This design comes from an exercise in tuning for small area on the open sky130 flow, not from production work.
In this exercise RTL edits were held to simulation tests only and were not proved equivalent to the original.
No driver is modelled on the clock port, so clock power and skew are understated where the tree is cut down; a real chip needs a root buffer or a tree.
Power is estimated from default activity; no workload was simulated.

north:
==> flow/design.v (excerpt) <==
module top_module(
	input wire floor1_btn,
	input wire floor2_btn,
	input wire floor3_btn,
	input wire floor4_btn,
	output reg floor1_led,
	output reg floor2_led,
	output reg floor3_led,
	output reg floor4_led,
	output reg door_open_led,
	output reg door_close_led,
	input wire door_open_sw,
	input wire door_close_sw,
	input clk,
	input wire rst,
	output reg [10:0] display_floor,
	input wire call_btn,
	output reg call_led1,
	output reg call_led2,
	input wire out1_up_sw,
	input wire out2_up_sw,
	input wire out2_down_sw,
	input wire out3_up_sw,
	input wire out3_down_sw,
	input wire out4_down_sw,
	output reg out1_up_led,
	output reg out2_up_led,
	output reg out2_down_led,
	output reg out3_up_led,
	output reg out3_down_led,
	output reg out4_down_led,
	input wire led_out_test_sw
    );
	wire press1, press2, press3, press4, press_call;
	btn_debounce u_db1(.clk(clk), .rst(rst), .btn(floor1_btn), .press(press1));
	btn_debounce u_db2(.clk(clk), .rst(rst), .btn(floor2_btn), .press(press2));
	btn_debounce u_db3(.clk(clk), .rst(rst), .btn(floor3_btn), .press(press3));
	btn_debounce u_db4(.clk(clk), .rst(rst), .btn(floor4_btn), .press(press4));
	btn_debounce u_dbc(.clk(clk), .rst(rst), .btn(call_btn), .press(press_call));
	reg [10:0] n;
	wire tick = (n == 11'b00101100010);
	always @(posedge clk)
	if(rst || tick)
		n <= 11'd0;
	else
		n <= {~n[9:0], n[10] ~^ n[8]};
	reg [1:0] now_floor;
	reg act;				 
	reg [1:0] tgt;			 
	reg [1:0] direction;
	reg [1:0] pointer;
	reg door_state;
	reg i1, i2, i3, i4;		 
	reg o1u, o2u, o2d, o3u, o3d, o4d;	 
	reg [5:0] last_sw;
	wire r1 = i1 | o1u;
	wire r2 = i2 | o2u | o2d;
	wire r3 = i3 | o3u | o3d;
	wire r4 = i4 | o4d;
	wire [3:0] req = {r1, r2, r3, r4};
	wire at_tgt = act & (tgt == now_floor);
	wire arr0 = at_tgt & (now_floor == 2'd0);
	wire arr1 = at_tgt & (now_floor == 2'd1);
	wire arr2 = at_tgt & (now_floor == 2'd2);
	wire arr3 = at_tgt & (now_floor == 2'd3);
	wire moving = act & (tgt != now_floor);
	reg        j_go;		 
	reg [1:0]  j_tgt;
	reg        j_ptr;		 
	reg [1:0]  j_pval;
  ...
Size: about 490 cells after synthesis, roughly 97 flip-flops, about 41 I/O pins.
export LEC_CHECK = 0
export CAP_MARGIN = 20
export CORE_MARGIN = 2
export CORE_UTILIZATION = 40
export SLEW_MARGIN = 20
create_clock -name core_clock -period 10.0 [get_ports {clk}]
standard.sh (not shown) runs the stock make flow with config.mk's settings and CLKGATE_MAP_FILE= SYNTH_SCRIPT=/design/flow/synth_recipe.tcl, a recipe that flattens the netlist after the stock synthesis.
==> flow/flow/run.sh <==
#!/bin/bash
# The standard ORFS layout (standard.sh) with these changes:
#  - synthesis maps the logic with an area-oriented ABC script (synth_area.tcl),
#    best of a few &deepsyn seeds, and leaves adders to ABC (no half-adder
#    extraction); yosys's steps, registers and names are those of
#    synth_recipe.tcl
#  - ports are buffered with the smallest buffer
#  - clock tree: manual_cts.tcl replaces ORFS's CTS step; the clock port
#    drives four 16x clock buffers, each driving a quarter of the flip-flops
# Each tool's output is in orfs/logs/ (the clock tree step's in
# orfs/logs/sky130hd/top_module/base/4_1_cts.log); make's output in standard.log.
set -e
F=$PWD/flow
ARGS=(SYNTH_SCRIPT=$F/synth_area.tcl AREA_ABC_SEEDS=6 AREA_ABC_STEPS=500 ADDER_MAP_FILE=
  "BUFFER_PORTS_ARGS=-buffer_cell sky130_fd_sc_hd__buf_1")
bash standard.sh "${ARGS[@]}" place > standard.log 2>&1
bash standard.sh "${ARGS[@]}" run RUN_SCRIPT=$F/manual_cts.tcl RUN_LOG_NAME_STEM=4_1_cts >> standard.log 2>&1
bash standard.sh "${ARGS[@]}" finish >> standard.log 2>&1
==> flow/flow/synth_area.tcl <==
# synth_recipe.tcl with an area-oriented ABC mapping in place of ORFS's
# delay-oriented one: the same yosys steps, registers and names; only the
# combinational logic between the registers is mapped differently.
# The mapping tries a few seeds of ABC's &deepsyn (each stopping after a
# fixed number of steps without improvement, so the result does not depend on
# the machine's speed) and keeps the netlist with the smallest cell area.
proc synth {args} { yosys synth -nofsm -noshare {*}$args }
proc abc {args} {
  set out {}
  set libs {}
  set skip 0
  set prev ""
  foreach a $args {
    if { $skip } { set skip 0; set prev $a; continue }
    if { $a eq "-script" || $a eq "-D" || $a eq "-constr" } { set skip 1; continue }
    if { $prev eq "-liberty" } { lappend libs -liberty $a }
    lappend out $a
    set prev $a
  }
  set seeds [expr { [info exists ::env(AREA_ABC_SEEDS)] ? $::env(AREA_ABC_SEEDS) : 4 }]
  set steps [expr { [info exists ::env(AREA_ABC_STEPS)] ? $::env(AREA_ABC_STEPS) : 500 }]
  yosys design -save pre_abc
  set best -1
  for { set s 0 } { $s < $seeds } { incr s } {
    yosys design -load pre_abc
    set f $::env(OBJECTS_DIR)/area_$s.abc
    set fh [open $f w]
    puts $fh "strash\n&get -n\n&deepsyn -S $s -J $steps -T 600\n&put\ndch -f\namap\ntopo"
    close $fh
    yosys abc -script $f {*}$out
    set rpt $::env(OBJECTS_DIR)/area_$s.txt
    yosys tee -q -o $rpt stat {*}$libs
    set fh [open $rpt r]
    set txt [read $fh]
    close $fh
    regexp {Chip area for module '[^']*': ([0-9.]+)} $txt -> area
    puts "area ABC seed $s: $area"
    if { $best < 0 || $area < $best } {
      set best $area
      yosys design -save best_abc
    }
  }
  yosys design -load best_abc
  puts "area ABC best: $best"
}
source $::env(SCRIPTS_DIR)/synth.tcl
# left out here: clear keep_hierarchy, flatten, clean up, hide names made inside functions, write 1_2_yosys.v
Other scripts of this flow, unchanged in this note and not shown: flow/flow/manual_cts.tcl
Looking at the reports, north completed the entire flow and the layout it produced met the timing, design-rule and antenna checks.
[inputs] south vs north
--- a/flow/flow/run.sh
+++ b/flow/flow/run.sh
@@ -13,3 +13,3 @@
 F=$PWD/flow
-ARGS=(SYNTH_SCRIPT=$F/synth_area.tcl AREA_ABC_SEEDS=6 AREA_ABC_STEPS=500 ADDER_MAP_FILE=
+ARGS=(SYNTH_SCRIPT=$F/synth_area.tcl AREA_ABC_SEEDS=1 AREA_ABC_STEPS=50 ADDER_MAP_FILE=
   "BUFFER_PORTS_ARGS=-buffer_cell sky130_fd_sc_hd__buf_1")
## What came out
Maximum achievable frequency, south vs north: up by a few percent
Worst setup timing slack at the placement stage was lower in the run labelled north.
Of north and south, the lower share of power burned in combinational logic belongs to north.
Per the comparison of south with north, detailed-router iteration count before antenna repair dropped 1; proportion of total power due to net switching increased by 0.36 points relative to the old numbers; power after layout roughly the same; per-cell routed wire length +about 3.4%.
Critical path depth ended up 3 lower on south than on north.
No run of this note takes its clock network from TritonCTS; it comes from the design's own scripts or RTL.

* * *

## garnet
top_module, a different RTL version from the one above (not shown whole).
For scale: ~97 flip-flops, ~41 I/O pins, about 4000 um^2 of cells after synthesis.
// top_module
module top_module(
	input wire floor1_btn,
	input wire floor2_btn,
	input wire floor3_btn,
	input wire floor4_btn,
	output reg floor1_led,
	output reg floor2_led,
	output reg floor3_led,
	output reg floor4_led,
	output reg door_open_led,
	output reg door_close_led,
	input wire door_open_sw,
	input wire door_close_sw,
	input clk,
	input wire rst,
	output reg [10:0] display_floor,
	input wire call_btn,
	output reg call_led1,
	output reg call_led2,
	input wire out1_up_sw,
	input wire out2_up_sw,
	input wire out2_down_sw,
	input wire out3_up_sw,
	input wire out3_down_sw,
	input wire out4_down_sw,
	output reg out1_up_led,
	output reg out2_up_led,
	output reg out2_down_led,
	output reg out3_up_led,
	output reg out3_down_led,
	output reg out4_down_led,
	input wire led_out_test_sw
    );
==> flow/config.mk <==
export PLATFORM = sky130hd
export DESIGN_NAME = top_module
export DESIGN_NICKNAME = top_module
export VERILOG_FILES = /design/flow/design.v
export SDC_FILE = /design/flow/constraint.sdc
export NUM_CORES = 4
export LEC_CHECK = 0
export CAP_MARGIN = 20
export CORE_MARGIN = 2
export CORE_UTILIZATION = 40
export SLEW_MARGIN = 20
==> flow/constraint.sdc <==
create_clock -name core_clock -period 10.0 [get_ports {clk}]
set_input_delay 2.0000 -clock core_clock [delete_from_list [all_inputs] [get_ports {clk}]]
set_output_delay 2.0000 -clock core_clock [all_outputs]
set_load 0.01 [all_outputs]
==> flow/flow/run.sh <==
#!/bin/bash
# The standard ORFS layout (standard.sh) with these changes:
#  - synthesis maps the logic with an area-oriented ABC script (synth_area.tcl),
#    best of a few &deepsyn seeds, and leaves adders to ABC (no half-adder
#    extraction); yosys's steps, registers and names are those of
#    synth_recipe.tcl
#  - ports are buffered with the smallest buffer
#  - clock tree: manual_cts.tcl replaces ORFS's CTS step; the clock port
#    drives four 16x clock buffers, each driving a quarter of the flip-flops
# Each tool's output is in orfs/logs/ (the clock tree step's in
# orfs/logs/sky130hd/top_module/base/4_1_cts.log); make's output in standard.log.
set -e
F=$PWD/flow
ARGS=(SYNTH_SCRIPT=$F/synth_area.tcl AREA_ABC_SEEDS=6 AREA_ABC_STEPS=500 ADDER_MAP_FILE=
  "BUFFER_PORTS_ARGS=-buffer_cell sky130_fd_sc_hd__buf_1")
bash standard.sh "${ARGS[@]}" place > standard.log 2>&1
bash standard.sh "${ARGS[@]}" run RUN_SCRIPT=$F/manual_cts.tcl RUN_LOG_NAME_STEM=4_1_cts >> standard.log 2>&1
bash standard.sh "${ARGS[@]}" finish >> standard.log 2>&1
Scripts as last shown in full above: flow/flow/synth_area.tcl
Other scripts of this flow, unchanged in this note and not shown: flow/flow/manual_cts.tcl
garnet | stages: all done | timing, DRC, antenna: all pass
Changes in indigo relative to garnet:
diff --git a/flow/flow/run.sh b/flow/flow/run.sh
--- a/flow/flow/run.sh
+++ b/flow/flow/run.sh
@@ -12,5 +12,5 @@
 set -e
 F=$PWD/flow
-ARGS=(SYNTH_SCRIPT=$F/synth_area.tcl AREA_ABC_SEEDS=6 AREA_ABC_STEPS=500 ADDER_MAP_FILE=
+ARGS=(SYNTH_SCRIPT=$F/synth_area.tcl AREA_ABC_SEEDS=8 AREA_ABC_SECS=30 ADDER_MAP_FILE=
   "BUFFER_PORTS_ARGS=-buffer_cell sky130_fd_sc_hd__buf_1")
 bash standard.sh "${ARGS[@]}" place > standard.log 2>&1
diff --git a/flow/flow/synth_area.tcl b/flow/flow/synth_area.tcl
--- a/flow/flow/synth_area.tcl
+++ b/flow/flow/synth_area.tcl
@@ -2,7 +2,6 @@
 # delay-oriented one: the same yosys steps, registers and names; only the
 # combinational logic between the registers is mapped differently.
-# The mapping tries a few seeds of ABC's &deepsyn (each stopping after a
-# fixed number of steps without improvement, so the result does not depend on
-# the machine's speed) and keeps the netlist with the smallest cell area.
+# The mapping tries a few seeds of ABC's &deepsyn and keeps the netlist with
+# the smallest cell area.
 proc synth {args} { yosys synth -nofsm -noshare {*}$args }
 proc abc {args} {
@@ -19,5 +18,5 @@
   }
   set seeds [expr { [info exists ::env(AREA_ABC_SEEDS)] ? $::env(AREA_ABC_SEEDS) : 4 }]
-  set steps [expr { [info exists ::env(AREA_ABC_STEPS)] ? $::env(AREA_ABC_STEPS) : 500 }]
+  set secs [expr { [info exists ::env(AREA_ABC_SECS)] ? $::env(AREA_ABC_SECS) : 30 }]
   yosys design -save pre_abc
   set best -1
@@ -26,5 +25,5 @@
     set f $::env(OBJECTS_DIR)/area_$s.abc
     set fh [open $f w]
-    puts $fh "strash\n&get -n\n&deepsyn -S $s -J $steps -T 600\n&put\ndch -f\namap\ntopo"
+    puts $fh "strash\n&get -n\n&deepsyn -S $s -T $secs\n&put\ndch -f\namap\ntopo"
     close $fh
     yosys abc -script $f {*}$out
## What came out
garnet -> indigo: floorplan row count delta 0, exact match
On post-detailed-route via-to-cell ratio: indigo sits above garnet.
First-pass GRT wire length: higher on indigo
Cell with the largest stage delay on the worst path = dfxtp_1: garnet; cell with the largest stage delay on the worst path = or3_1: indigo
Diff garnet -> indigo: total via count after detailed routing +about 1.7%; post-route worst setup slack went up 0.13 ns; sequential share of power went down.
Taking garnet as the reference, in indigo wire length on met2 grew by 5.6%, post-route cell area was more or less identical, share of the synthesized area in compound gates (AO/OA/AOI/OAI) went up 1.5 points, synthesis-to-finish area growth roughly the same.
Comparing pin count of the biggest net entering global routing for indigo and garnet, the bigger number came from garnet.
For violet, these inputs were changed with respect to indigo:
diff --git a/flow/flow/run.sh b/flow/flow/run.sh
--- a/flow/flow/run.sh
+++ b/flow/flow/run.sh
@@ -12,5 +12,5 @@
 set -e
 F=$PWD/flow
-ARGS=(SYNTH_SCRIPT=$F/synth_area.tcl AREA_ABC_SEEDS=8 AREA_ABC_SECS=30 ADDER_MAP_FILE=
+ARGS=(SYNTH_SCRIPT=$F/synth_area.tcl AREA_ABC_SEEDS=1 AREA_ABC_SECS=10 ADDER_MAP_FILE=
   "BUFFER_PORTS_ARGS=-buffer_cell sky130_fd_sc_hd__buf_1")
 bash standard.sh "${ARGS[@]}" place > standard.log 2>&1
Findings:
- indigo vs violet, standard cell with the maximum stage delay on the critical path: or3_1 vs dfxtp_1
- Largest net degree at the start of global routing is lower on violet
- violet against indigo: placement-stage worst setup slack fell 0.33 ns, worst path setup slack after routing fell 0.36 ns.
- Die area | violet > indigo
- Going from indigo to violet, the sequential cell fraction of total power was found to have gone up by 0.3 points.
- In violet, the design area came out about 2.6% above the value in indigo.
- Compared with indigo, violet shows total standard cell area after synthesis that has gone up by a few percent.
In every run of this note, the design's own scripts or RTL, not TritonCTS, make the clock network.

[separate check: timing with driven ports]
The results above use ideal ports. As a check the final layouts listed here were re-extracted and re-timed, cells and wires unchanged. Step 1: set_driving_cell puts a clkbuf_16 on clk and a buf_2 on each other input, an assumption about the parent block. Step 2, shift: input delay + t, output delay - t, t = (earliest + latest rising clock arrival at the registers) / 2. This alone moves slack from input paths to output paths. Three values: ideal, step 1, step 2; two values: the first two.
run | shift t [ns] | setup WS [ns] | worst setup path after step 2 | worst register clock-pin slew, ns | pins driven straight from the clock port
north | 0.233 | 5.749 / 5.686 / 5.919 | register to output | 0.11 / 0.11 | 3
south | 0.230 | 6.024 / 5.966 / 6.178 | input to register | 0.12 / 0.12 | 3
garnet | 0.230 | 5.817 / 5.738 / 5.969 | register to output | 0.09 / 0.09 | 4
indigo | 0.231 | 5.948 / 5.869 / 6.100 | register to output | 0.10 / 0.10 | 4
violet | 0.230 | 5.591 / 5.513 / 5.743 | register to output | 0.10 / 0.10 | 4
After both steps every run listed still meets setup and hold.
